Context: an optimization exercise on an open-source flow, tuned for small area and a short achievable clock period. The choices shown serve that exercise and are no tape-out recipe. Where RTL was checked, it was by simulation tests only, not by an equivalence proof against the original.

==> run F: inputs <==
==> flow/design.v <==
module simon_datapath_shiftreg(clk,load,load_in,key_in,j_0,j_lt2,j_lt8,cipher_out);
input clk,load,load_in,key_in;
input j_0,j_lt2,j_lt8;
output cipher_out;
reg [127:0] d;
wire rol1 = j_0   ? d[0] : d[64];
wire rol2 = j_lt2 ? d[1] : d[65];
wire rol8 = j_lt8 ? d[7] : d[71];
wire new_bit = d[127] ^ (rol1 & rol8) ^ rol2 ^ key_in;
always @(posedge clk)
	d <= {d[126:0], load ? load_in : new_bit};
assign cipher_out = d[0];
endmodule
module simon_key_expansion_shiftreg(clk,load,data_in,j_gt59,j_gt60,cst,key_out,tail_out);
input clk,load,data_in;
input j_gt59,j_gt60,cst;
output key_out,tail_out;
reg [127:0] q;
wire ror3 = j_gt60 ? q[124] : q[60];
wire ror4 = j_gt59 ? q[123] : q[59];
wire new_bit = q[127] ^ ror3 ^ ror4 ^ cst;
always @(posedge clk)
	q <= {q[126:0], load ? data_in : new_bit};
assign key_out  = q[127];
assign tail_out = q[127];
endmodule
module top_module(clk,data_in,data_rdy,cipher_out);
input clk,data_in;
input [1:0] data_rdy;
output cipher_out;
wire load = data_rdy[0] ^ data_rdy[1];    
wire key_bit;
wire key_tail;
reg [5:0] bit_cnt;
reg       par;
reg [4:0] lfsr;     
always @(posedge clk)
begin
	if (load) begin
		bit_cnt <= 6'd0;
		par     <= 1'b0;
		lfsr    <= 5'b11111;
	end else begin
		bit_cnt <= bit_cnt + 6'd1;
		if (&bit_cnt) begin
			par  <= ~par;
			lfsr <= {lfsr[4] ^ lfsr[2] ^ lfsr[1] ^ lfsr[0], lfsr[4:1]};
		end
	end
end
wire z_value = lfsr[0] ^ par;
wire j_0    = bit_cnt == 6'd0;
wire j_lt2  = bit_cnt[5:1] == 5'd0;
wire j_lt8  = bit_cnt[5:3] == 3'd0;
wire j_gt59 = &bit_cnt[5:2];
wire j_gt60 = j_gt59 & (bit_cnt[1] | bit_cnt[0]);
wire cst    = ~j_lt2 ^ (j_0 & z_value);
simon_datapath_shiftreg datapath(.clk(clk), .load(load), .load_in(key_tail), .key_in(key_bit),
                                 .j_0(j_0), .j_lt2(j_lt2), .j_lt8(j_lt8), .cipher_out(cipher_out));
simon_key_expansion_shiftreg key_exp(.clk(clk), .load(load), .data_in(data_in), .j_gt59(j_gt59), .j_gt60(j_gt60), .cst(cst), .key_out(key_bit), .tail_out(key_tail));
endmodule
==> flow/run.sh <==
#!/bin/bash
# synth_recipe.tcl (not shown) runs the flow's synth.tcl, then flattens the netlist and writes it again
# the make line also repeats each setting of config.mk as NAME=value (left out here)
make -C /OpenROAD-flow-scripts/flow DESIGN_CONFIG=/design/flow/config.mk WORK_HOME=/design/flow/orfs CLKGATE_MAP_FILE= SYNTH_SCRIPT=/design/flow/synth_recipe.tcl finish
==> flow/config.mk <==
export PLATFORM = sky130hd
export DESIGN_NAME = top_module
export DESIGN_NICKNAME = top_module
export VERILOG_FILES = /design/flow/design.v
export SDC_FILE = /design/flow/constraint.sdc
export NUM_CORES = 4
export LEC_CHECK = 0
export ABC_CLOCK_PERIOD_IN_PS = 1000
export CAP_MARGIN = 20
export CORE_MARGIN = 2
export CORE_UTILIZATION = 60
export CTS_BUF_LIST = sky130_fd_sc_hd__clkbuf_16
export CTS_CLUSTER_DIAMETER = 60
export CTS_CLUSTER_SIZE = 30
export SETUP_SLACK_MARGIN = 2.0
export SLEW_MARGIN = 20
==> flow/constraint.sdc <==
create_clock -name core_clock -period 3.3 [get_ports {clk}]
set_input_delay 0.6600 -clock core_clock [delete_from_list [all_inputs] [get_ports {clk}]]
set_output_delay 0.6600 -clock core_clock [all_outputs]
set_load 0.01 [all_outputs]
==> inputs of run K, as changes to run F <==
--- a/flow/design.v
+++ b/flow/design.v
@@ -35,4 +35,7 @@
 reg       par;
 reg [4:0] lfsr;     
+reg j_0, j_lt2, j_lt8, j_gt59, j_gt60;
+reg cst;
+wire last = &bit_cnt;
 always @(posedge clk)
 begin
@@ -43,5 +46,5 @@
 	end else begin
 		bit_cnt <= bit_cnt + 6'd1;
-		if (&bit_cnt) begin
+		if (last) begin
 			par  <= ~par;
 			lfsr <= {lfsr[4] ^ lfsr[2] ^ lfsr[1] ^ lfsr[0], lfsr[4:1]};
@@ -49,13 +52,17 @@
 	end
 end
-wire z_value = lfsr[0] ^ par;
-wire j_0    = bit_cnt == 6'd0;
-wire j_lt2  = bit_cnt[5:1] == 5'd0;
-wire j_lt8  = bit_cnt[5:3] == 3'd0;
-wire j_gt59 = &bit_cnt[5:2];
-wire j_gt60 = j_gt59 & (bit_cnt[1] | bit_cnt[0]);
-wire cst    = ~j_lt2 ^ (j_0 & z_value);
+always @(posedge clk)
+begin
+	j_0    <= load | last;
+	j_lt2  <= load | last | j_0;
+	j_lt8  <= load | last | (bit_cnt[5:3] == 3'd0 && bit_cnt[2:0] != 3'd7);
+	j_gt59 <= ~load & (bit_cnt == 6'd59 || (bit_cnt[5:2] == 4'hF && !last));
+	j_gt60 <= ~load & (bit_cnt[5:2] == 4'hF && !last);
+	cst    <= load | (last ? lfsr[1] ^ ~par : bit_cnt != 6'd0);
+end
 simon_datapath_shiftreg datapath(.clk(clk), .load(load), .load_in(key_tail), .key_in(key_bit),
                                  .j_0(j_0), .j_lt2(j_lt2), .j_lt8(j_lt8), .cipher_out(cipher_out));
-simon_key_expansion_shiftreg key_exp(.clk(clk), .load(load), .data_in(data_in), .j_gt59(j_gt59), .j_gt60(j_gt60), .cst(cst), .key_out(key_bit), .tail_out(key_tail));
+simon_key_expansion_shiftreg key_exp(.clk(clk), .load(load), .data_in(data_in),
+                                     .j_gt59(j_gt59), .j_gt60(j_gt60), .cst(cst),
+                                     .key_out(key_bit), .tail_out(key_tail));
 endmodule
==> impl_metrics.csv <==
group,metric,value,unit
setup_path,arrival,0.90,ns
final_layout,final_cell_area,6750,um^2
grt,grt_pass1_wl,9910,um
run_status,status,"no timing/DRC/antenna violations",
floorplanning,initial_core_util,0.615,
final_layout,clock_buffers,15,
synth,ys_ff_latch,274,
timing,tightestPinTransition,0.311,ns
setup_path,rr_endpoint,"lfsr[4]$_SDFFE_PN1P_",
(the above is from run K)
==> impl_metrics.csv <==
group,metric,value,unit
final_layout,clock_buffers,13,
grt,grt_pass1_wl,9410,um
synth,ys_ff_latch,268,
setup_path,arrival,2.13,ns
run_status,status,"no timing/DRC/antenna violations",
(the above is from run F)
No functional check of the RTL was part of run F.

[separate check: timing with driven ports]
The flow's constraints put no driver on any port. The routed layouts listed below were extracted and timed again, unchanged, in two steps.
Step 1 sets driving cells, clkbuf_16 on the clock port and buf_2 on the other inputs (assumed; they add their load-dependent delay and slew).
Step 2 moves the port delays by t, midway between the first and last clock arrival at a register: inputs arrive t later, outputs are due t later. That takes back most of the time a late clock gives input paths.
a / b / c = no drivers / after step 1 / after step 2; a / b = the first two.
run	t (ns)	setup slack, ns	worst setup path at the end	clock arrival spread, ns	worst register clock-pin slew, ns
run F	0.484	1.522 / 1.511 / 1.384	input to register	0.015 / 0.016	0.10 / 0.10
run K	0.495	1.739 / 1.703 / 1.587	input to register	0.021 / 0.021	0.10 / 0.10
After both steps every run listed still meets setup and hold. The setup slack of run K, which loses most, moves by -0.036 ns with the drivers and by -0.152 ns with both steps.
